Background: an optimization exercise with open tools, aiming at small area, a short achievable clock period and few clock cycles per item. Do not read the settings as production practice. Only simulation tests tie the RTL to the original design; equivalence was not proved.

<file path="config.mk">
export PLATFORM = sky130hd
export DESIGN_NAME = xtea_top
export DESIGN_NICKNAME = xtea_top
export VERILOG_FILES = /design/flow/design.v
export SDC_FILE = /design/flow/constraint.sdc
export NUM_CORES = 4
export LEC_CHECK = 0
export CAP_MARGIN = 20
export CORE_MARGIN = 2
export CORE_UTILIZATION = 60
export SLEW_MARGIN = 20
export SYNTH_HIERARCHICAL = 1
</file>
<file path="design.v">
module xtea_sx(input [31:0] b, output [31:0] s);
assign s[0] = b[5];
assign s[1] = b[6];
assign s[2] = b[7];
assign s[3] = b[8];
assign s[4] = b[0] ^ b[9];
assign s[5] = b[1] ^ b[10];
assign s[6] = b[2] ^ b[11];
assign s[7] = b[3] ^ b[12];
assign s[8] = b[4] ^ b[13];
assign s[9] = b[5] ^ b[14];
assign s[10] = b[6] ^ b[15];
assign s[11] = b[7] ^ b[16];
assign s[12] = b[8] ^ b[17];
assign s[13] = b[9] ^ b[18];
assign s[14] = b[10] ^ b[19];
assign s[15] = b[11] ^ b[20];
assign s[16] = b[12] ^ b[21];
assign s[17] = b[13] ^ b[22];
assign s[18] = b[14] ^ b[23];
assign s[19] = b[15] ^ b[24];
assign s[20] = b[16] ^ b[25];
assign s[21] = b[17] ^ b[26];
assign s[22] = b[18] ^ b[27];
assign s[23] = b[19] ^ b[28];
assign s[24] = b[20] ^ b[29];
assign s[25] = b[21] ^ b[30];
assign s[26] = b[22] ^ b[31];
assign s[27] = b[23];
assign s[28] = b[24];
assign s[29] = b[25];
assign s[30] = b[26];
assign s[31] = b[27];
endmodule
module xtea_pg1(input [31:0] s, b, input go, output [30:0] gn, pn, output p31);
assign gn = ~(s[30:0] & b[30:0] & {31{go}});
assign pn = ~(s[30:0] ^ b[30:0]);
assign p31 = s[31] ^ b[31];
endmodule
module xtea_e(input [31:0] a, k, input [30:0] pn, input p31, go, output [31:0] e);
wire [31:0] hg = ({p31, ~pn} ^ k) & {32{go}};
assign e = a ^ hg;
endmodule
module xtea_pg2(input [30:0] c, input [31:0] e, a, input cin, output [30:0] gn, pn, output p31);
assign pn[0] = ~e[0];
assign gn[0] = ~((a[0] & ~e[0]) | (e[0] & cin));
assign pn[1] = e[1] ^ c[0];
assign gn[1] = ~(a[1] & pn[1]);
assign pn[2] = ~(e[2] ^ c[1]);
assign gn[2] = ~(a[2] & pn[2]);
assign pn[3] = ~(e[3] ^ c[2]);
assign gn[3] = ~(a[3] & pn[3]);
assign pn[4] = e[4] ^ c[3];
assign gn[4] = ~(a[4] & pn[4]);
assign pn[5] = ~(e[5] ^ c[4]);
assign gn[5] = ~(a[5] & pn[5]);
assign pn[6] = e[6] ^ c[5];
assign gn[6] = ~(a[6] & pn[6]);
assign pn[7] = ~(e[7] ^ c[6]);
assign gn[7] = ~(a[7] & pn[7]);
assign pn[8] = ~(e[8] ^ c[7]);
assign gn[8] = ~(a[8] & pn[8]);
assign pn[9] = ~(e[9] ^ c[8]);
assign gn[9] = ~(a[9] & pn[9]);
assign pn[10] = e[10] ^ c[9];
assign gn[10] = ~(a[10] & pn[10]);
assign pn[11] = ~(e[11] ^ c[10]);
assign gn[11] = ~(a[11] & pn[11]);
assign pn[12] = ~(e[12] ^ c[11]);
assign gn[12] = ~(a[12] & pn[12]);
assign pn[13] = ~(e[13] ^ c[12]);
assign gn[13] = ~(a[13] & pn[13]);
assign pn[14] = e[14] ^ c[13];
assign gn[14] = ~(a[14] & pn[14]);
assign pn[15] = ~(e[15] ^ c[14]);
assign gn[15] = ~(a[15] & pn[15]);
assign pn[16] = e[16] ^ c[15];
assign gn[16] = ~(a[16] & pn[16]);
assign pn[17] = ~(e[17] ^ c[16]);
assign gn[17] = ~(a[17] & pn[17]);
assign pn[18] = e[18] ^ c[17];
assign gn[18] = ~(a[18] & pn[18]);
assign pn[19] = ~(e[19] ^ c[18]);
assign gn[19] = ~(a[19] & pn[19]);
assign pn[20] = ~(e[20] ^ c[19]);
assign gn[20] = ~(a[20] & pn[20]);
assign pn[21] = ~(e[21] ^ c[20]);
assign gn[21] = ~(a[21] & pn[21]);
assign pn[22] = e[22] ^ c[21];
assign gn[22] = ~(a[22] & pn[22]);
assign pn[23] = ~(e[23] ^ c[22]);
assign gn[23] = ~(a[23] & pn[23]);
assign pn[24] = e[24] ^ c[23];
assign gn[24] = ~(a[24] & pn[24]);
assign pn[25] = ~(e[25] ^ c[24]);
assign gn[25] = ~(a[25] & pn[25]);
assign pn[26] = e[26] ^ c[25];
assign gn[26] = ~(a[26] & pn[26]);
assign pn[27] = ~(e[27] ^ c[26]);
assign gn[27] = ~(a[27] & pn[27]);
assign pn[28] = ~(e[28] ^ c[27]);
assign gn[28] = ~(a[28] & pn[28]);
assign pn[29] = ~(e[29] ^ c[28]);
assign gn[29] = ~(a[29] & pn[29]);
assign pn[30] = e[30] ^ c[29];
assign gn[30] = ~(a[30] & pn[30]);
assign p31 = e[31] ^ c[30];
endmodule
module xtea_q(input [30:0] pn, input p31, input [31:0] d, input busy, output [31:0] q);
assign q[0] = busy ? ~pn[0] : d[0];
assign q[1] = busy ? ~pn[1] : d[1];
assign q[2] = busy ? ~pn[2] : d[2];
assign q[3] = busy ? ~pn[3] : d[3];
assign q[4] = busy ? ~pn[4] : d[4];
assign q[5] = busy ? ~pn[5] : d[5];
assign q[6] = busy ? ~pn[6] : d[6];
assign q[7] = busy ? ~pn[7] : d[7];
assign q[8] = busy ? ~pn[8] : d[8];
assign q[9] = busy ? ~pn[9] : d[9];
assign q[10] = busy ? ~pn[10] : d[10];
assign q[11] = busy ? ~pn[11] : d[11];
assign q[12] = busy ? ~pn[12] : d[12];
assign q[13] = busy ? ~pn[13] : d[13];
assign q[14] = busy ? ~pn[14] : d[14];
assign q[15] = busy ? ~pn[15] : d[15];
assign q[16] = busy ? ~pn[16] : d[16];
assign q[17] = busy ? ~pn[17] : d[17];
assign q[18] = busy ? ~pn[18] : d[18];
assign q[19] = busy ? ~pn[19] : d[19];
assign q[20] = busy ? ~pn[20] : d[20];
assign q[21] = busy ? ~pn[21] : d[21];
assign q[22] = busy ? ~pn[22] : d[22];
assign q[23] = busy ? ~pn[23] : d[23];
assign q[24] = busy ? ~pn[24] : d[24];
assign q[25] = busy ? ~pn[25] : d[25];
assign q[26] = busy ? ~pn[26] : d[26];
assign q[27] = busy ? ~pn[27] : d[27];
assign q[28] = busy ? ~pn[28] : d[28];
assign q[29] = busy ? ~pn[29] : d[29];
assign q[30] = busy ? ~pn[30] : d[30];
assign q[31] = busy ? p31 : d[31];
endmodule
module xtea_sum(input [31:0] q, input [30:0] C, input cin, output [31:0] n);
assign n[0] = q[0] ^ cin;
assign n[1] = ~(q[1] ^ C[0]);
assign n[2] = q[2] ^ C[1];
assign n[3] = q[3] ^ C[2];
assign n[4] = ~(q[4] ^ C[3]);
assign n[5] = q[5] ^ C[4];
assign n[6] = ~(q[6] ^ C[5]);
assign n[7] = q[7] ^ C[6];
assign n[8] = q[8] ^ C[7];
assign n[9] = q[9] ^ C[8];
assign n[10] = ~(q[10] ^ C[9]);
assign n[11] = q[11] ^ C[10];
assign n[12] = q[12] ^ C[11];
assign n[13] = q[13] ^ C[12];
assign n[14] = ~(q[14] ^ C[13]);
assign n[15] = q[15] ^ C[14];
assign n[16] = ~(q[16] ^ C[15]);
assign n[17] = q[17] ^ C[16];
assign n[18] = ~(q[18] ^ C[17]);
assign n[19] = q[19] ^ C[18];
assign n[20] = q[20] ^ C[19];
assign n[21] = q[21] ^ C[20];
assign n[22] = ~(q[22] ^ C[21]);
assign n[23] = q[23] ^ C[22];
assign n[24] = ~(q[24] ^ C[23]);
assign n[25] = q[25] ^ C[24];
assign n[26] = ~(q[26] ^ C[25]);
assign n[27] = q[27] ^ C[26];
assign n[28] = q[28] ^ C[27];
assign n[29] = q[29] ^ C[28];
assign n[30] = ~(q[30] ^ C[29]);
assign n[31] = q[31] ^ C[30];
endmodule
module xtea_step(input [31:0] a, b, k, d, input go, cin, busy, output [31:0] n);
wire [31:0] s, e, q;
wire [30:0] g1n, p1n, c, g2n, p2n, C;
wire p31, f31;
xtea_sx  SX  (.b(b), .s(s));
xtea_pg1 PG1 (.s(s), .b(b), .go(go), .gn(g1n), .pn(p1n), .p31(f31));
xtea_pfx_bk PF (.g(g1n), .p(p1n), .G(c));
xtea_e   E   (.a(a), .k(k), .pn(p1n), .p31(f31), .go(go), .e(e));
xtea_pg2 PG2 (.c(c), .e(e), .a(a), .cin(cin), .gn(g2n), .pn(p2n), .p31(p31));
xtea_pfx_bk PS (.g(g2n), .p(p2n), .G(C));
xtea_q   Q   (.pn(p2n), .p31(p31), .d(d), .busy(busy), .q(q));
xtea_sum SUM (.q(q), .C(C), .cin(cin), .n(n));
endmodule
module xtea_add(input [31:0] x, y, input inv, output [31:0] r);
wire [31:0] h = x ^ y ^ {32{inv}};
wire [30:0] gn = ~(x[30:0] & y[30:0]);
wire [30:0] pn = ~(x[30:0] ^ y[30:0]);
wire [30:0] G;
xtea_pfx_bk PF (.g(gn), .p(pn), .G(G));
assign r[0] = h[0];
assign r[1] = ~(h[1] ^ G[0]);
assign r[2] = h[2] ^ G[1];
assign r[3] = h[3] ^ G[2];
assign r[4] = ~(h[4] ^ G[3]);
assign r[5] = h[5] ^ G[4];
assign r[6] = ~(h[6] ^ G[5]);
assign r[7] = h[7] ^ G[6];
assign r[8] = h[8] ^ G[7];
assign r[9] = h[9] ^ G[8];
assign r[10] = ~(h[10] ^ G[9]);
assign r[11] = h[11] ^ G[10];
assign r[12] = h[12] ^ G[11];
assign r[13] = h[13] ^ G[12];
assign r[14] = ~(h[14] ^ G[13]);
assign r[15] = h[15] ^ G[14];
assign r[16] = ~(h[16] ^ G[15]);
assign r[17] = h[17] ^ G[16];
assign r[18] = ~(h[18] ^ G[17]);
assign r[19] = h[19] ^ G[18];
assign r[20] = h[20] ^ G[19];
assign r[21] = h[21] ^ G[20];
assign r[22] = ~(h[22] ^ G[21]);
assign r[23] = h[23] ^ G[22];
assign r[24] = ~(h[24] ^ G[23]);
assign r[25] = h[25] ^ G[24];
assign r[26] = ~(h[26] ^ G[25]);
assign r[27] = h[27] ^ G[26];
assign r[28] = h[28] ^ G[27];
assign r[29] = h[29] ^ G[28];
assign r[30] = ~(h[30] ^ G[29]);
assign r[31] = h[31] ^ G[30];
endmodule
module xtea_sadd(input [31:0] x, input dec, output [31:0] r);
wire [31:0] y = dec ? 32'h61C88647 : 32'h9E3779B9;
wire [31:0] h = x ^ y;
wire [30:0] gn = ~(x[30:0] & y[30:0]);
wire [30:0] pn = ~(x[30:0] ^ y[30:0]);
wire [30:0] G;
xtea_pfx_bk PF (.g(gn), .p(pn), .G(G));
assign r[0] = h[0];
assign r[1] = ~(h[1] ^ G[0]);
assign r[2] = h[2] ^ G[1];
assign r[3] = h[3] ^ G[2];
assign r[4] = ~(h[4] ^ G[3]);
assign r[5] = h[5] ^ G[4];
assign r[6] = ~(h[6] ^ G[5]);
assign r[7] = h[7] ^ G[6];
assign r[8] = h[8] ^ G[7];
assign r[9] = h[9] ^ G[8];
assign r[10] = ~(h[10] ^ G[9]);
assign r[11] = h[11] ^ G[10];
assign r[12] = h[12] ^ G[11];
assign r[13] = h[13] ^ G[12];
assign r[14] = ~(h[14] ^ G[13]);
assign r[15] = h[15] ^ G[14];
assign r[16] = ~(h[16] ^ G[15]);
assign r[17] = h[17] ^ G[16];
assign r[18] = ~(h[18] ^ G[17]);
assign r[19] = h[19] ^ G[18];
assign r[20] = h[20] ^ G[19];
assign r[21] = h[21] ^ G[20];
assign r[22] = ~(h[22] ^ G[21]);
assign r[23] = h[23] ^ G[22];
assign r[24] = ~(h[24] ^ G[23]);
assign r[25] = h[25] ^ G[24];
assign r[26] = ~(h[26] ^ G[25]);
assign r[27] = h[27] ^ G[26];
assign r[28] = h[28] ^ G[27];
assign r[29] = h[29] ^ G[28];
assign r[30] = ~(h[30] ^ G[29]);
assign r[31] = h[31] ^ G[30];
endmodule
module xtea_top(
    input clock, reset, cfg, start,
    input[127:0] data_i, key,
    output busy, ready,
    output[127:0] data_o
);
localparam [31:0] DELTA = 32'h9E3779B9;
reg        busy_r, ready_r;
reg        dec;
reg        go;       
reg [6:0]  cnt;
reg [31:0] a0, b0, a1, b1;
reg [127:0] k;
reg [31:0] s;        
reg [31:0] skr;      
reg [3:0]  ksel;     
always @(posedge clock, posedge reset)
begin
    if(reset) begin
        busy_r  <= 1'b0;
        ready_r <= 1'b0;
        go      <= 1'b0;
    end
    else begin
        busy_r  <= busy_r ? !ready_r : start;
        ready_r <= busy_r && !ready_r && (cnt == 7'd64);
        go      <= busy_r ? !ready_r && !(!dec && cnt == 7'd63) : start && cfg;
    end
end
assign busy  = busy_r;
assign ready = ready_r;
wire cin = dec & go;
wire [31:0] kx = (k[ 31: 0] & {32{ksel[0]}}) | (k[ 63:32] & {32{ksel[1]}}) |
                 (k[ 95:64] & {32{ksel[2]}}) | (k[127:96] & {32{ksel[3]}});
wire [31:0] sk_next;
xtea_add SKA (.x(s), .y(kx), .inv(dec), .r(sk_next));
wire        s_upd = cnt[0] ^ dec;
wire [31:0] s_add;
xtea_sadd SDA (.x(s), .dec(dec), .r(s_add));
wire [31:0] s_nx = s_upd ? s_add : s;
wire [1:0]  idx_next = cnt[0] ? s_nx[12:11] : s_nx[1:0];
wire [31:0] n0, n1;
xtea_step STEP0 (.a(a0), .b(b0), .k(skr), .d(data_i[ 63:32]), .go(go), .cin(cin), .busy(busy_r), .n(n0));
xtea_step STEP1 (.a(a1), .b(b1), .k(skr), .d(data_i[127:96]), .go(go), .cin(cin), .busy(busy_r), .n(n1));
always @(posedge clock)
begin
    b0 <= n0;
    b1 <= n1;
    if(!busy_r) begin
        a0   <= data_i[ 31: 0];
        a1   <= data_i[ 95:64];
        k    <= key;
        dec  <= !cfg;
        cnt  <= 7'd0;
        s    <= cfg ? DELTA : 32'hC6EF3720;
        skr  <= key[31:0];
        ksel <= cfg ? 4'b1000 : 4'b0100;
    end
    else begin
        a0   <= b0;
        a1   <= b1;
        cnt  <= cnt + 7'd1;
        skr  <= sk_next;
        s    <= s_nx;
        ksel <= 4'b0001 << idx_next;
    end
end
assign data_o = {a1, b1, a0, b0};
endmodule
module xtea_pfx_bk_l1(
    input gh_1,
    input ph_1,
    input gl_1,
    output go_1,
    input gh_3,
    input ph_3,
    input gl_3,
    input pl_3,
    output go_3,
    output po_3,
    input gh_5,
    input ph_5,
    input gl_5,
    input pl_5,
    output go_5,
    output po_5,
    input gh_7,
    input ph_7,
    input gl_7,
    input pl_7,
    output go_7,
    output po_7,
    input gh_9,
    input ph_9,
    input gl_9,
    input pl_9,
    output go_9,
    output po_9,
    input gh_11,
    input ph_11,
    input gl_11,
    input pl_11,
    output go_11,
    output po_11,
    input gh_13,
    input ph_13,
    input gl_13,
    input pl_13,
    output go_13,
    output po_13,
    input gh_15,
    input ph_15,
    input gl_15,
    input pl_15,
    output go_15,
    output po_15,
    input gh_17,
    input ph_17,
    input gl_17,
    input pl_17,
    output go_17,
    output po_17,
    input gh_19,
    input ph_19,
    input gl_19,
    input pl_19,
    output go_19,
    output po_19,
    input gh_21,
    input ph_21,
    input gl_21,
    input pl_21,
    output go_21,
    output po_21,
    input gh_23,
    input ph_23,
    input gl_23,
    input pl_23,
    output go_23,
    output po_23,
    input gh_25,
    input ph_25,
    input gl_25,
    input pl_25,
    output go_25,
    output po_25,
    input gh_27,
    input ph_27,
    input gl_27,
    input pl_27,
    output go_27,
    output po_27,
    input gh_29,
    input ph_29,
    input gl_29,
    input pl_29,
    output go_29,
    output po_29
);
assign go_1 = (~gh_1 | (~ph_1 & ~gl_1));
assign go_3 = (~gh_3 | (~ph_3 & ~gl_3));
assign po_3 = (~ph_3 & ~pl_3);
assign go_5 = (~gh_5 | (~ph_5 & ~gl_5));
assign po_5 = (~ph_5 & ~pl_5);
assign go_7 = (~gh_7 | (~ph_7 & ~gl_7));
assign po_7 = (~ph_7 & ~pl_7);
assign go_9 = (~gh_9 | (~ph_9 & ~gl_9));
assign po_9 = (~ph_9 & ~pl_9);
assign go_11 = (~gh_11 | (~ph_11 & ~gl_11));
assign po_11 = (~ph_11 & ~pl_11);
assign go_13 = (~gh_13 | (~ph_13 & ~gl_13));
assign po_13 = (~ph_13 & ~pl_13);
assign go_15 = (~gh_15 | (~ph_15 & ~gl_15));
assign po_15 = (~ph_15 & ~pl_15);
assign go_17 = (~gh_17 | (~ph_17 & ~gl_17));
assign po_17 = (~ph_17 & ~pl_17);
assign go_19 = (~gh_19 | (~ph_19 & ~gl_19));
assign po_19 = (~ph_19 & ~pl_19);
assign go_21 = (~gh_21 | (~ph_21 & ~gl_21));
assign po_21 = (~ph_21 & ~pl_21);
assign go_23 = (~gh_23 | (~ph_23 & ~gl_23));
assign po_23 = (~ph_23 & ~pl_23);
assign go_25 = (~gh_25 | (~ph_25 & ~gl_25));
assign po_25 = (~ph_25 & ~pl_25);
assign go_27 = (~gh_27 | (~ph_27 & ~gl_27));
assign po_27 = (~ph_27 & ~pl_27);
assign go_29 = (~gh_29 | (~ph_29 & ~gl_29));
assign po_29 = (~ph_29 & ~pl_29);
endmodule
module xtea_pfx_bk_l2(
    input gh_3,
    input ph_3,
    input gl_3,
    output go_3,
    input gh_7,
    input ph_7,
    input gl_7,
    input pl_7,
    output go_7,
    output po_7,
    input gh_11,
    input ph_11,
    input gl_11,
    input pl_11,
    output go_11,
    output po_11,
    input gh_15,
    input ph_15,
    input gl_15,
    input pl_15,
    output go_15,
    output po_15,
    input gh_19,
    input ph_19,
    input gl_19,
    input pl_19,
    output go_19,
    output po_19,
    input gh_23,
    input ph_23,
    input gl_23,
    input pl_23,
    output go_23,
    output po_23,
    input gh_27,
    input ph_27,
    input gl_27,
    input pl_27,
    output go_27,
    output po_27
);
assign go_3 = ~(gh_3 | (ph_3 & gl_3));
assign go_7 = ~(gh_7 | (ph_7 & gl_7));
assign po_7 = ~(ph_7 & pl_7);
assign go_11 = ~(gh_11 | (ph_11 & gl_11));
assign po_11 = ~(ph_11 & pl_11);
assign go_15 = ~(gh_15 | (ph_15 & gl_15));
assign po_15 = ~(ph_15 & pl_15);
assign go_19 = ~(gh_19 | (ph_19 & gl_19));
assign po_19 = ~(ph_19 & pl_19);
assign go_23 = ~(gh_23 | (ph_23 & gl_23));
assign po_23 = ~(ph_23 & pl_23);
assign go_27 = ~(gh_27 | (ph_27 & gl_27));
assign po_27 = ~(ph_27 & pl_27);
endmodule
module xtea_pfx_bk_l3(
    input gh_7,
    input ph_7,
    input gl_7,
    output go_7,
    input gh_15,
    input ph_15,
    input gl_15,
    input pl_15,
    output go_15,
    output po_15,
    input gh_23,
    input ph_23,
    input gl_23,
    input pl_23,
    output go_23,
    output po_23
);
assign go_7 = (~gh_7 | (~ph_7 & ~gl_7));
assign go_15 = (~gh_15 | (~ph_15 & ~gl_15));
assign po_15 = (~ph_15 & ~pl_15);
assign go_23 = (~gh_23 | (~ph_23 & ~gl_23));
assign po_23 = (~ph_23 & ~pl_23);
endmodule
module xtea_pfx_bk_l4(
    input gh_15,
    input ph_15,
    input gl_15,
    output go_15
);
assign go_15 = ~(gh_15 | (ph_15 & gl_15));
endmodule
module xtea_pfx_bk_l5(
    input gh_23,
    input ph_23,
    input gl_23,
    output go_23
);
assign go_23 = ~(gh_23 | (ph_23 & ~gl_23));
endmodule
module xtea_pfx_bk_l6(
    input gh_11,
    input ph_11,
    input gl_11,
    output go_11,
    input gh_19,
    input ph_19,
    input gl_19,
    output go_19,
    input gh_27,
    input ph_27,
    input gl_27,
    output go_27
);
assign go_11 = (~gh_11 | (~ph_11 & gl_11));
assign go_19 = (~gh_19 | (~ph_19 & ~gl_19));
assign go_27 = (~gh_27 | (~ph_27 & ~gl_27));
endmodule
module xtea_pfx_bk_l7(
    input gh_5,
    input ph_5,
    input gl_5,
    output go_5,
    input gh_9,
    input ph_9,
    input gl_9,
    output go_9,
    input gh_13,
    input ph_13,
    input gl_13,
    output go_13,
    input gh_17,
    input ph_17,
    input gl_17,
    output go_17,
    input gh_21,
    input ph_21,
    input gl_21,
    output go_21,
    input gh_25,
    input ph_25,
    input gl_25,
    output go_25,
    input gh_29,
    input ph_29,
    input gl_29,
    output go_29
);
assign go_5 = ~(gh_5 | (ph_5 & ~gl_5));
assign go_9 = ~(gh_9 | (ph_9 & gl_9));
assign go_13 = ~(gh_13 | (ph_13 & gl_13));
assign go_17 = ~(gh_17 | (ph_17 & ~gl_17));
assign go_21 = ~(gh_21 | (ph_21 & gl_21));
assign go_25 = ~(gh_25 | (ph_25 & ~gl_25));
assign go_29 = ~(gh_29 | (ph_29 & gl_29));
endmodule
module xtea_pfx_bk_l8(
    input gh_2,
    input ph_2,
    input gl_2,
    output go_2,
    input gh_4,
    input ph_4,
    input gl_4,
    output go_4,
    input gh_6,
    input ph_6,
    input gl_6,
    output go_6,
    input gh_8,
    input ph_8,
    input gl_8,
    output go_8,
    input gh_10,
    input ph_10,
    input gl_10,
    output go_10,
    input gh_12,
    input ph_12,
    input gl_12,
    output go_12,
    input gh_14,
    input ph_14,
    input gl_14,
    output go_14,
    input gh_16,
    input ph_16,
    input gl_16,
    output go_16,
    input gh_18,
    input ph_18,
    input gl_18,
    output go_18,
    input gh_20,
    input ph_20,
    input gl_20,
    output go_20,
    input gh_22,
    input ph_22,
    input gl_22,
    output go_22,
    input gh_24,
    input ph_24,
    input gl_24,
    output go_24,
    input gh_26,
    input ph_26,
    input gl_26,
    output go_26,
    input gh_28,
    input ph_28,
    input gl_28,
    output go_28,
    input gh_30,
    input ph_30,
    input gl_30,
    output go_30
);
assign go_2 = (~gh_2 | (~ph_2 & gl_2));
assign go_4 = (~gh_4 | (~ph_4 & ~gl_4));
assign go_6 = (~gh_6 | (~ph_6 & ~gl_6));
assign go_8 = (~gh_8 | (~ph_8 & gl_8));
assign go_10 = (~gh_10 | (~ph_10 & ~gl_10));
assign go_12 = (~gh_12 | (~ph_12 & gl_12));
assign go_14 = (~gh_14 | (~ph_14 & ~gl_14));
assign go_16 = (~gh_16 | (~ph_16 & ~gl_16));
assign go_18 = (~gh_18 | (~ph_18 & ~gl_18));
assign go_20 = (~gh_20 | (~ph_20 & gl_20));
assign go_22 = (~gh_22 | (~ph_22 & ~gl_22));
assign go_24 = (~gh_24 | (~ph_24 & ~gl_24));
assign go_26 = (~gh_26 | (~ph_26 & ~gl_26));
assign go_28 = (~gh_28 | (~ph_28 & gl_28));
assign go_30 = (~gh_30 | (~ph_30 & ~gl_30));
endmodule
module xtea_pfx_bk(input [30:0] g, p, output [30:0] G);
wire G1_1, G1_3, G1_5, G1_7, G1_9, G1_11, G1_13, G1_15, G1_17, G1_19, G1_21, G1_23, G1_25, G1_27, G1_29, P1_3, P1_5, P1_7, P1_9, P1_11, P1_13, P1_15, P1_17, P1_19, P1_21, P1_23, P1_25, P1_27, P1_29, G2_3, G2_7, G2_11, G2_15, G2_19, G2_23, G2_27, P2_7, P2_11, P2_15, P2_19, P2_23, P2_27, G3_7, G3_15, G3_23, P3_15, P3_23, G4_15, G5_23, G6_11, G6_19, G6_27, G7_5, G7_9, G7_13, G7_17, G7_21, G7_25, G7_29, G8_2, G8_4, G8_6, G8_8, G8_10, G8_12, G8_14, G8_16, G8_18, G8_20, G8_22, G8_24, G8_26, G8_28, G8_30;
xtea_pfx_bk_l1 L1 (.gh_1(g[1]), .ph_1(p[1]), .gl_1(g[0]), .go_1(G1_1), .gh_3(g[3]), .ph_3(p[3]), .gl_3(g[2]), .pl_3(p[2]), .go_3(G1_3), .po_3(P1_3), .gh_5(g[5]), .ph_5(p[5]), .gl_5(g[4]), .pl_5(p[4]), .go_5(G1_5), .po_5(P1_5), .gh_7(g[7]), .ph_7(p[7]), .gl_7(g[6]), .pl_7(p[6]), .go_7(G1_7), .po_7(P1_7), .gh_9(g[9]), .ph_9(p[9]), .gl_9(g[8]), .pl_9(p[8]), .go_9(G1_9), .po_9(P1_9), .gh_11(g[11]), .ph_11(p[11]), .gl_11(g[10]), .pl_11(p[10]), .go_11(G1_11), .po_11(P1_11), .gh_13(g[13]), .ph_13(p[13]), .gl_13(g[12]), .pl_13(p[12]), .go_13(G1_13), .po_13(P1_13), .gh_15(g[15]), .ph_15(p[15]), .gl_15(g[14]), .pl_15(p[14]), .go_15(G1_15), .po_15(P1_15), .gh_17(g[17]), .ph_17(p[17]), .gl_17(g[16]), .pl_17(p[16]), .go_17(G1_17), .po_17(P1_17), .gh_19(g[19]), .ph_19(p[19]), .gl_19(g[18]), .pl_19(p[18]), .go_19(G1_19), .po_19(P1_19), .gh_21(g[21]), .ph_21(p[21]), .gl_21(g[20]), .pl_21(p[20]), .go_21(G1_21), .po_21(P1_21), .gh_23(g[23]), .ph_23(p[23]), .gl_23(g[22]), .pl_23(p[22]), .go_23(G1_23), .po_23(P1_23), .gh_25(g[25]), .ph_25(p[25]), .gl_25(g[24]), .pl_25(p[24]), .go_25(G1_25), .po_25(P1_25), .gh_27(g[27]), .ph_27(p[27]), .gl_27(g[26]), .pl_27(p[26]), .go_27(G1_27), .po_27(P1_27), .gh_29(g[29]), .ph_29(p[29]), .gl_29(g[28]), .pl_29(p[28]), .go_29(G1_29), .po_29(P1_29));
xtea_pfx_bk_l2 L2 (.gh_3(G1_3), .ph_3(P1_3), .gl_3(G1_1), .go_3(G2_3), .gh_7(G1_7), .ph_7(P1_7), .gl_7(G1_5), .pl_7(P1_5), .go_7(G2_7), .po_7(P2_7), .gh_11(G1_11), .ph_11(P1_11), .gl_11(G1_9), .pl_11(P1_9), .go_11(G2_11), .po_11(P2_11), .gh_15(G1_15), .ph_15(P1_15), .gl_15(G1_13), .pl_15(P1_13), .go_15(G2_15), .po_15(P2_15), .gh_19(G1_19), .ph_19(P1_19), .gl_19(G1_17), .pl_19(P1_17), .go_19(G2_19), .po_19(P2_19), .gh_23(G1_23), .ph_23(P1_23), .gl_23(G1_21), .pl_23(P1_21), .go_23(G2_23), .po_23(P2_23), .gh_27(G1_27), .ph_27(P1_27), .gl_27(G1_25), .pl_27(P1_25), .go_27(G2_27), .po_27(P2_27));
xtea_pfx_bk_l3 L3 (.gh_7(G2_7), .ph_7(P2_7), .gl_7(G2_3), .go_7(G3_7), .gh_15(G2_15), .ph_15(P2_15), .gl_15(G2_11), .pl_15(P2_11), .go_15(G3_15), .po_15(P3_15), .gh_23(G2_23), .ph_23(P2_23), .gl_23(G2_19), .pl_23(P2_19), .go_23(G3_23), .po_23(P3_23));
xtea_pfx_bk_l4 L4 (.gh_15(G3_15), .ph_15(P3_15), .gl_15(G3_7), .go_15(G4_15));
xtea_pfx_bk_l5 L5 (.gh_23(G3_23), .ph_23(P3_23), .gl_23(G4_15), .go_23(G5_23));
xtea_pfx_bk_l6 L6 (.gh_11(G2_11), .ph_11(P2_11), .gl_11(G3_7), .go_11(G6_11), .gh_19(G2_19), .ph_19(P2_19), .gl_19(G4_15), .go_19(G6_19), .gh_27(G2_27), .ph_27(P2_27), .gl_27(G5_23), .go_27(G6_27));
xtea_pfx_bk_l7 L7 (.gh_5(G1_5), .ph_5(P1_5), .gl_5(G2_3), .go_5(G7_5), .gh_9(G1_9), .ph_9(P1_9), .gl_9(G3_7), .go_9(G7_9), .gh_13(G1_13), .ph_13(P1_13), .gl_13(G6_11), .go_13(G7_13), .gh_17(G1_17), .ph_17(P1_17), .gl_17(G4_15), .go_17(G7_17), .gh_21(G1_21), .ph_21(P1_21), .gl_21(G6_19), .go_21(G7_21), .gh_25(G1_25), .ph_25(P1_25), .gl_25(G5_23), .go_25(G7_25), .gh_29(G1_29), .ph_29(P1_29), .gl_29(G6_27), .go_29(G7_29));
xtea_pfx_bk_l8 L8 (.gh_2(g[2]), .ph_2(p[2]), .gl_2(G1_1), .go_2(G8_2), .gh_4(g[4]), .ph_4(p[4]), .gl_4(G2_3), .go_4(G8_4), .gh_6(g[6]), .ph_6(p[6]), .gl_6(G7_5), .go_6(G8_6), .gh_8(g[8]), .ph_8(p[8]), .gl_8(G3_7), .go_8(G8_8), .gh_10(g[10]), .ph_10(p[10]), .gl_10(G7_9), .go_10(G8_10), .gh_12(g[12]), .ph_12(p[12]), .gl_12(G6_11), .go_12(G8_12), .gh_14(g[14]), .ph_14(p[14]), .gl_14(G7_13), .go_14(G8_14), .gh_16(g[16]), .ph_16(p[16]), .gl_16(G4_15), .go_16(G8_16), .gh_18(g[18]), .ph_18(p[18]), .gl_18(G7_17), .go_18(G8_18), .gh_20(g[20]), .ph_20(p[20]), .gl_20(G6_19), .go_20(G8_20), .gh_22(g[22]), .ph_22(p[22]), .gl_22(G7_21), .go_22(G8_22), .gh_24(g[24]), .ph_24(p[24]), .gl_24(G5_23), .go_24(G8_24), .gh_26(g[26]), .ph_26(p[26]), .gl_26(G7_25), .go_26(G8_26), .gh_28(g[28]), .ph_28(p[28]), .gl_28(G6_27), .go_28(G8_28), .gh_30(g[30]), .ph_30(p[30]), .gl_30(G7_29), .go_30(G8_30));
assign G[0] = g[0];
assign G[1] = G1_1;
assign G[2] = G8_2;
assign G[3] = G2_3;
assign G[4] = G8_4;
assign G[5] = G7_5;
assign G[6] = G8_6;
assign G[7] = G3_7;
assign G[8] = G8_8;
assign G[9] = G7_9;
assign G[10] = G8_10;
assign G[11] = G6_11;
assign G[12] = G8_12;
assign G[13] = G7_13;
assign G[14] = G8_14;
assign G[15] = G4_15;
assign G[16] = G8_16;
assign G[17] = G7_17;
assign G[18] = G8_18;
assign G[19] = G6_19;
assign G[20] = G8_20;
assign G[21] = G7_21;
assign G[22] = G8_22;
assign G[23] = G5_23;
assign G[24] = G8_24;
assign G[25] = G7_25;
assign G[26] = G8_26;
assign G[27] = G6_27;
assign G[28] = G8_28;
assign G[29] = G7_29;
assign G[30] = G8_30;
endmodule
</file>
<file path="standard.sh">
#!/bin/bash
# synth_recipe.tcl (not shown) runs the flow's synth.tcl, then flattens the netlist and writes it again
# the make line also repeats each setting of config.mk as NAME=value (left out here)
make -C /OpenROAD-flow-scripts/flow DESIGN_CONFIG=/design/flow/config.mk WORK_HOME=/design/flow/orfs CLKGATE_MAP_FILE= SYNTH_SCRIPT=/design/flow/synth_recipe.tcl "${@:-finish}"
</file>
<file path="constraint.sdc">
create_clock -name core_clock -period 10.0 [get_ports {clock}]
set_input_delay 2.0000 -clock core_clock [delete_from_list [all_inputs] [get_ports {clock}]]
set_output_delay 2.0000 -clock core_clock [all_outputs]
set_load 0.01 [all_outputs]
</file>
<file path="flow/run.sh">
#!/bin/bash
# Standard layout, except that the port buffers are the smallest buffer and
# timing repair aims well below the clock period.
set -euo pipefail
export BUFFER_PORTS_ARGS="-buffer_cell sky130_fd_sc_hd__buf_1"
bash standard.sh SETUP_SLACK_MARGIN=6.3 finish > standard.log 2>&1
</file>
==> results of run 1 <==
-- worst paths after layout --
path                        start      end  cells past startpoint
max                        b0[10]   b0[31]                     21
min                        cnt[4]  ready_r                      1
max reg2reg                b0[10]   b0[31]                     21
min reg2reg                cnt[4]  ready_r                      1
max in group asynchronous   reset       go                      2
min in group asynchronous   reset   busy_r                      2
-- timing repair --
item / CTS / global route
setup buffers: 9 / 26
pin swaps: 4 / 38
gates resized for setup: 48 / 121
gates cloned: 0 / 1
endpoints found under the setup margin: 68 / 27
-- cell type report --
class,instances,area [um2],share of cell area [%]
clock buffers,53,1130,4.53
clock inverters,16,206,0.825
diodes,3,7.51,0.0300
inverters,316,1190,4.78
well taps,474,593,2.37
flip-flops and latches,335,8370,33.5
multi-input cells,1496,11600,46.6
repair buffers,434,1860,7.45
-- routing by layer --
layer / GRT usage [%] / vias to the layer above / wire length [um]
li1: - / 8124 / -
met1: 37.0 / 7556 / 24900
met2: 45.6 / 399 / 25900
met3: 3.22 / 74 / 2650
met4: 8.10 / 0 / 1260
met5: 0 / - / 0
-- registers in the layout, summed over array words and instances, names as in the netlist --
signal / flops
s: 32
k: 128
ksel: 4
go: 1
b1: 32
cnt: 7
b0: 32
a0: 32
skr: 32
dec: 1
a1: 32
busy_r: 1
ready_r: 1
-- metrics by stage --
| step | instances | area [um2] |
|---|---|---|
| after floorplan | 2408 | 22600 |
| after global placement | 3019 | 22700 |
| after detailed placement | 3019 | 22700 |
| after CTS | 3097 | 24300 |
| after global routing | 3124 | 25000 |
| final | 3127 | 25000 |
-- worst max-delay path, stage by stage (launching register included) --
cell	delay (ps)
dfxtp_2	360
xor2_1	180
ha_1	280
inv_1	80
nor2_2	160
nand2_2	90
o21ai_4	270
inv_2	80
o21ai_4	250
a21oi_4	110
o21ai_2	160
xnor2_2	170
nor2_2	80
a21oi_2	130
o21ai_1	80
a21oi_2	170
inv_2	70
a21oi_4	230
o21ai_4	110
a21oi_2	170
o21ai_1	100
xor2_1	160
==> flow_metrics.env, run 1 <==
export IMPL_route_vias_total=16153
export IMPL_cts_made_buffers=38
export IMPL_htree_levels=2
export IMPL_cts_root_buffer="clkbuf_16"
export IMPL_worst_path_max_fanout=5
export IMPL_slew_headroom_pct=34.1
export IMPL_final_core_util_pct=67.0
export IMPL_mostFrequentLayoutCells="buf_1 (389), inv_1 (306), nand2_1 (277)"
export IMPL_initial_core_util_pct=60.5
export IMPL_drt_total_wl_um=54600
export IMPL_finalWorstSetupSlack_ps=6440
export IMPL_finalClockSkew_ps=22.1
export IMPL_grt_max_degree=90
export IMPL_post_route_drc_count=0
export IMPL_ys_warn_count=7
export IMPL_finalSetupViolations=0
export IMPL_io_buffer_count=389
export IMPL_grt_pass1_wl_um=82400
export IMPL_gp_congestion=0.896
export IMPL_final_common_cell="buf_1"
export IMPL_whs_ps=498
export IMPL_tns_ps=0
export IMPL_rows=71
export IMPL_num_nets_final=3006
export IMPL_boundaryPins=390
export IMPL_die_area_mm2=0.0392
export IMPL_clkLatencyLatePin_ps=570
export IMPL_outcome="timing/DRC/antenna clean"
export IMPL_antenna_found_initial=2
export IMPL_grt_ovfl_total=0
export IMPL_ant_nets=0
export IMPL_period_needed_ps=3560
export IMPL_cts_tree="built"
export IMPL_min_path_type="flip-flop to flip-flop"
export IMPL_cts_clk_slew_worst_paths_ps=60
export IMPL_worstMarginPinSlew_ps=987
export IMPL_rsz0062_at_grt="yes"
export IMPL_crit_required_ps=10460
export IMPL_wl_per_cell_um=17.5
export IMPL_drtIter0Drc=633
export IMPL_hold_violations=0
export IMPL_ctsHoldBuffers=0
export IMPL_synthesis_area_mm2=0.0226
export IMPL_clock_sinks=335
export IMPL_syn_inst=2408
export IMPL_clock_path_buffers=3
export IMPL_drive_gt1_share_pct=16.7
export IMPL_reg2reg_slack_ps=6440
export IMPL_area_growth_pct=10.9
export IMPL_syn_nets=2793
export IMPL_die_y_um=198
export IMPL_place_ws_ps=5510
export IMPL_cap_viol_max_count=0
export IMPL_slew_violations=0
export IMPL_endpoint_kind="flip-flop"
export IMPL_fin_crit_sh_pct=35.6
export IMPL_critPathArrivalTime_ps=4020
export IMPL_syn_area_per_cell_um2=9.37
export IMPL_dp_hpwl_um=40800
export IMPL_grt_pass1_vias=15482
export IMPL_start_kind="flip-flop"
export IMPL_first_pass_iters=5
export IMPL_grtUsageTotal_pct=27.2
export IMPL_vias_per_cell=5.17
export IMPL_max_freq_ghz=0.281
export IMPL_die_x_um=198
export IMPL_fillers=3129
export IMPL_crit_type="flip-flop to flip-flop"
export IMPL_core_mm2=0.0373
Testbench counts, summed over its fixed seeds: cycles 21,440, ops 320.
==> run 2: changes to the inputs <==
==> flow/run.sh (replaced) <==
#!/bin/bash
# Standard layout, except that the port buffers are the smallest buffer and
# timing repair aims well below the clock period.
set -euo pipefail
export BUFFER_PORTS_ARGS="-buffer_cell sky130_fd_sc_hd__buf_1"
bash standard.sh SETUP_SLACK_MARGIN=6.6 finish > standard.log 2>&1
==> run 2 against run 1 <==
Critical endpoint is now b1[31]. Utilization grew 2.3 points. Design area grew 3.4%. Via count up 3.5%. Critical path depth decreased by 1. Area after synthesis stayed put. Non-clock buffer count up 45.
==> flow_metrics.env, run 2 <==
export IMPL_final_common_cell="buf_1"
export IMPL_rows=71
export IMPL_reg2reg_slack_ps=6490
export IMPL_drt_total_wl_um=58400
export IMPL_clock_sinks=335
export IMPL_drtIter0Drc=650
export IMPL_dp_hpwl_um=42500
export IMPL_slew_headroom_pct=34.8
export IMPL_grt_pass1_vias=16084
export IMPL_syn_inst=2408
export IMPL_period_needed_ps=3510
export IMPL_cp_startpoint="go"
export IMPL_r2r_start="go"
export IMPL_clock_path_buffers=3
export IMPL_largest_reg_flops=128
export IMPL_num_nets_final=3050
export IMPL_antenna_diode_count=0
export IMPL_finalSetupViolations=0
export IMPL_outcome="timing/DRC/antenna clean"
export IMPL_critPathArrivalTime_ps=3960
export IMPL_drive_gt1_share_pct=21.0
export IMPL_crit_required_ps=10450
export IMPL_first_pass_iters=4
export IMPL_gp_congestion=0.871
export IMPL_die_y_um=198
export IMPL_vias_per_cell=5.28
export IMPL_cap_viol_max_count=0
export IMPL_synthesis_area_mm2=0.0226
export IMPL_htree_levels=2
export IMPL_area_growth_pct=14.7
export IMPL_core_mm2=0.0373
export IMPL_io_buffer_count=389
export IMPL_cts_tree="built"
export IMPL_route_vias_total=16718
export IMPL_cts_made_buffers=37
export IMPL_boundaryPins=390
export IMPL_r2r_end="b1[31]"
export IMPL_max_freq_ghz=0.285
export IMPL_top_register="k"
export IMPL_worst_path_max_fanout=5
export IMPL_ys_warn_count=7
export IMPL_placed_cells=3022
export IMPL_clkLatencyLatePin_ps=570
export IMPL_grt_ovfl_total=0
export IMPL_final_core_util_pct=69.3
export IMPL_antenna_found_initial=2
export IMPL_syn_nets=2793
export IMPL_start_kind="flip-flop"
export IMPL_grt_pass1_wl_um=86700
export IMPL_endpoint_kind="flip-flop"
export IMPL_min_path_type="flip-flop to flip-flop"
export IMPL_post_route_drc_count=0
export IMPL_ctsHoldBuffers=0
export IMPL_die_area_mm2=0.0392
export IMPL_crit_end="b1[31]"
export IMPL_hold_violations=0
export IMPL_slew_violations=0
export IMPL_grtUsageTotal_pct=28.9
export IMPL_fin_cells=3168
export IMPL_worstMarginPinSlew_ps=978
export IMPL_rsz0062_at_grt="yes"
export IMPL_tns_ps=0
export IMPL_wl_per_cell_um=18.4
export IMPL_syn_area_per_cell_um2=9.37
export IMPL_fin_crit_sh_pct=35.1
export IMPL_crit_type="flip-flop to flip-flop"
export IMPL_grt_max_degree=75
export IMPL_initial_core_util_pct=60.5
export IMPL_cts_clk_slew_worst_paths_ps=60
export IMPL_cts_root_buffer="clkbuf_16"
export IMPL_die_x_um=198
export IMPL_finalClockSkew_ps=16.7
export IMPL_mostFrequentLayoutCells="buf_1 (389), inv_1 (293), nand2_1 (273)"
export IMPL_ant_nets=0
export IMPL_ff2ff_path_depth=20
[run 2: cell type report]
type	count	area [um2]
Sequential cell	335	8410
Timing Repair Buffer	479	2310
Clock inverter	12	185
Tap cell	474	593
Fill cell	3048	11400
Inverter	316	1190
Clock buffer	56	1110
Multi-Input combinational cell	1496	12100
[run 2: worst min-delay path by stage]
stage            from       to  slack [ps]  cells past startpoint
2_1_floorplan  cnt[4]  ready_r         460                      1
3_3_place_gp   cnt[6]   cnt[6]         480                      2
3_5_place_dp   cnt[6]   cnt[6]         490                      2
4_1_cts        cnt[6]   cnt[6]         500                      2
5_1_grt        cnt[6]   cnt[6]         530                      2
6_report       cnt[6]   cnt[6]         500                      2
[run 2: critical path, stage by stage, from the launching register on]
cell and delay, ps:
dfrtp_4 520, buf_6 160, buf_4 150, nand2_1 100, o21ai_4 70, a21oi_2 170
o21ai_4 100, buf_6 130, a21oi_4 260, inv_2 80, a21oi_4 200, o21ai_2 100
xnor2_2 270, nor2_2 90, a21oi_2 180, o21ai_2 90, a21oi_4 200, o21ai_4 80
a21oi_2 180, o21ai_1 90, xor2_1 160
[run 2: timing repair]
action                                  in CTS  in global routing
gates resized for setup                    141                143
hold endpoints to repair                     0                  0
pin swaps                                   40                 71
gates cloned                                 0                  1
buffers inserted                            44                 32
endpoints found under the setup margin      70                 38
[run 2: layer usage]
layer  up-vias  global-route usage [%]  part of all wire [%]
met5         -                       0                 0.022
met4         2                    9.52                   3.2
met3       105                    4.31                   5.2
met2       441                    49.6                    48
met1      7951                    37.3                    43
li1       8219                       -                     -
[run 2: through the flow]
stage | area (um2) | setup slack [ps] | hold WS [ps]
finish | 25900 | 6490 | 503
global route | 25900 | 6330 | 533
CTS | 25000 | 6540 | 502
detailed placement | 22800 | 5610 | 491
global placement | 22800 | 5750 | 484
floorplan | 22600 | 6520 | 456
==> run 3: changes to the inputs <==
==> flow/run.sh (replaced) <==
#!/bin/bash
# Standard layout, except that the port buffers are the smallest buffer and
# timing repair aims well below the clock period.
set -euo pipefail
export BUFFER_PORTS_ARGS="-buffer_cell sky130_fd_sc_hd__buf_1"
bash standard.sh SETUP_SLACK_MARGIN=7 finish > standard.log 2>&1
==> run 3 against run 2 <==
Worst hold slack got worse by 2.2 ps. Global-route usage increased by 2.6 points. Area after synthesis unchanged. Wire length increased by 14%. Synthesized cell count unchanged. First-iteration DRC count increased by 29%. Largest cell class unchanged. Utilization increased by 10 points. Critical path depth increased by 2. Design area increased by 15%. Non-clock buffer count increased by 198. Count of clock-buffer cells in the layout decreased by 5.
==> flow_metrics.env, run 3 <==
export IMPL_post_route_drc_count=0
export IMPL_path_buf_inv=4
export IMPL_num_nets_final=3250
export IMPL_path_depth=22
export IMPL_min_path_type="flip-flop to flip-flop"
export IMPL_finalClockSkew_ps=24.8
export IMPL_grt_pass1_vias=17451
export IMPL_slew_headroom_pct=30.5
export IMPL_io_buffer_count=389
export IMPL_htree_levels=2
export IMPL_grt_max_degree=88
export IMPL_period_needed_ps=3530
export IMPL_clkLatencyLatePin_ps=580
export IMPL_crit_required_ps=10470
export IMPL_start_kind="flip-flop"
export IMPL_grt_ovfl_total=0
export IMPL_slew_violations=0
export IMPL_clock_path_buffers=3
export IMPL_syn_nets=2793
export IMPL_wl_per_cell_um=19.7
export IMPL_grt_pass1_wl_um=94100
export IMPL_largest_reg_flops=128
export IMPL_gp_congestion=0.909
export IMPL_antenna_found_initial=6
export IMPL_syn_area_per_cell_um2=9.37
export IMPL_whs_ps=501
export IMPL_drive_gt1_share_pct=39.6
export IMPL_critPathArrivalTime_ps=4000
export IMPL_outcome="timing/DRC/antenna clean"
export IMPL_drtIter0Drc=841
export IMPL_dp_hpwl_um=42400
export IMPL_min_path_cells=2
export IMPL_rsz0062_at_grt="yes"
export IMPL_clock_sinks=335
export IMPL_crit_type="flip-flop to flip-flop"
export IMPL_mostFrequentLayoutCells="buf_1 (260), inv_1 (259), nand2_1 (249)"
export IMPL_worst_path_max_fanout=4
export IMPL_worstMarginPinSlew_ps=1040
export IMPL_worstPathCellList="xor2_1, ha_1, inv_2, o21ai_2, a21oi_2, o21ai_4, inv_2, o21ai_4, a21oi_4, buf_12, xor2_4, nand2_2, o21ai_2, a21oi_2, o21ai_2, a21oi_2, inv_2, a21oi_4, o21ai_4, a21oi_2, o21ai_1, xor2_1"
export IMPL_max_freq_ghz=0.283
export IMPL_die_x_um=198
export IMPL_initial_core_util_pct=60.5
export IMPL_core_mm2=0.0373
export IMPL_dpl_instance_area_mm2=0.0229
export IMPL_cts_clk_slew_worst_paths_ps=60
export IMPL_route_vias_total=18168
export IMPL_final_area_mm2=0.0297
export IMPL_crit_path_max_incr_delay_ps=360
export IMPL_finalSetupViolations=0
export IMPL_endpoint_kind="flip-flop"
export IMPL_cpMostUsedCell="a21oi_2"
export IMPL_first_pass_iters=5
export IMPL_cts_made_buffers=39
export IMPL_ys_warn_count=7
export IMPL_hold_violations=0
export IMPL_syn_inst=2408
export IMPL_cts_root_buffer="clkbuf_16"
export IMPL_fin_crit_sh_pct=35.3
export IMPL_synthesis_area_mm2=0.0226
export IMPL_top_register="k"
export IMPL_cap_viol_max_count=0
export IMPL_critPathSlowestCell="dfxtp_4"
export IMPL_die_y_um=198
export IMPL_die_area_mm2=0.0392
export IMPL_boundaryPins=390
export IMPL_ant_nets=0
export IMPL_cts_tree="built"
export IMPL_ff2ff_path_depth=22
export IMPL_grtUsageTotal_pct=31.4
export IMPL_tns_ps=0
export IMPL_drt_total_wl_um=66500
export IMPL_vias_per_cell=5.38
export IMPL_rows=71
export IMPL_final_core_util_pct=79.7
export IMPL_crit_family="compound AO/OA/AOI/OAI gates"
export IMPL_area_growth_pct=31.9
export IMPL_final_common_cell="buf_1"
-- run 3: timing repair --
item,in CTS,in global routing
pin swaps,122,145
gates cloned,4,1
hold buffers,0,0
setup endpoints to repair,268,206
buffers inserted,196,77
resized for setup,642,263
-- run 3: layout make-up --
cell class / instances / area [um2]
Antenna cell: 6 / 15.0
Multi-Input combinational cell: 1496 / 13100
Inverter: 316 / 1200
Tap cell: 474 / 593
Clock inverter: 19 / 174
Fill cell: 2346 / 7570
Sequential cell: 335 / 8660
Timing Repair Buffer: 677 / 4980
Clock buffer: 51 / 1060
-- run 3: worst paths after layout --
kind | from | endpoint | slack (ps)
max in group asynchronous | reset | go | 8460
max | b0[10] | b0[31] | 6470
max reg2reg | b0[10] | b0[31] | 6470
min | cnt[6] | cnt[6] | 500
min reg2reg | cnt[6] | cnt[6] | 500
min in group asynchronous | reset | ready_r | 1340
-- run 3: tightest hold or removal path, stage by stage (launching register included) --
cell and delay [ps]:
dfxtp_1 320, o21ai_0 70, a21oi_1 60
-- run 3: per-layer routing --
layer  GRT usage (%)  vias to the layer above  share of wire (%)
li1                -                     8617                  -
met3            4.04                      189                5.3
met1            38.0                     8754                 39
met4            14.1                        0                4.6
met2            55.9                      608                 51
met5               0                        -                  0
-- run 3: per-stage QoR --
stage / cells / setup WS, ps
final: 3374 / 6470
after global routing: 3370 / 6300
after CTS: 3290 / 6610
after detailed placement: 3020 / 5650
after global placement: 3020 / 5730
after floorplan: 2408 / 6520

-- afterwards: timing with drivers on the ports --
Ports are ideal in the flow. The routed layouts listed here were re-timed in OpenROAD.
Step 1, drivers: a clkbuf_16 drives clock and a buf_2 each remaining input, both assumed.
Step 2 times the ports against the registers' clock, not the clock port: input delays grow and output delays shrink by t, the midpoint of the rising clock arrivals with the driver on.
Three values: ideal ports, drivers, drivers and shift; two values: the first two.
run	t, ns	slack for setup (ns)	hold slack, ns	latest minus earliest clock arrival (ns)	pins driven straight from the clock port
run 1	0.613	6.435 / 6.410 / 6.435	0.498 / 0.498 / 0.498	0.022 / 0.023	1
run 2	0.617	6.486 / 6.486 / 6.486	0.503 / 0.503 / 0.503	0.017 / 0.017	1
run 3	0.627	6.471 / 6.471 / 6.450	0.501 / 0.501 / 0.501	0.025 / 0.026	1
After both steps setup and hold are still met in every run listed. The setup slack of run 3, which loses most, moves by 0.000 ns with the drivers and by -0.021 ns with both steps.
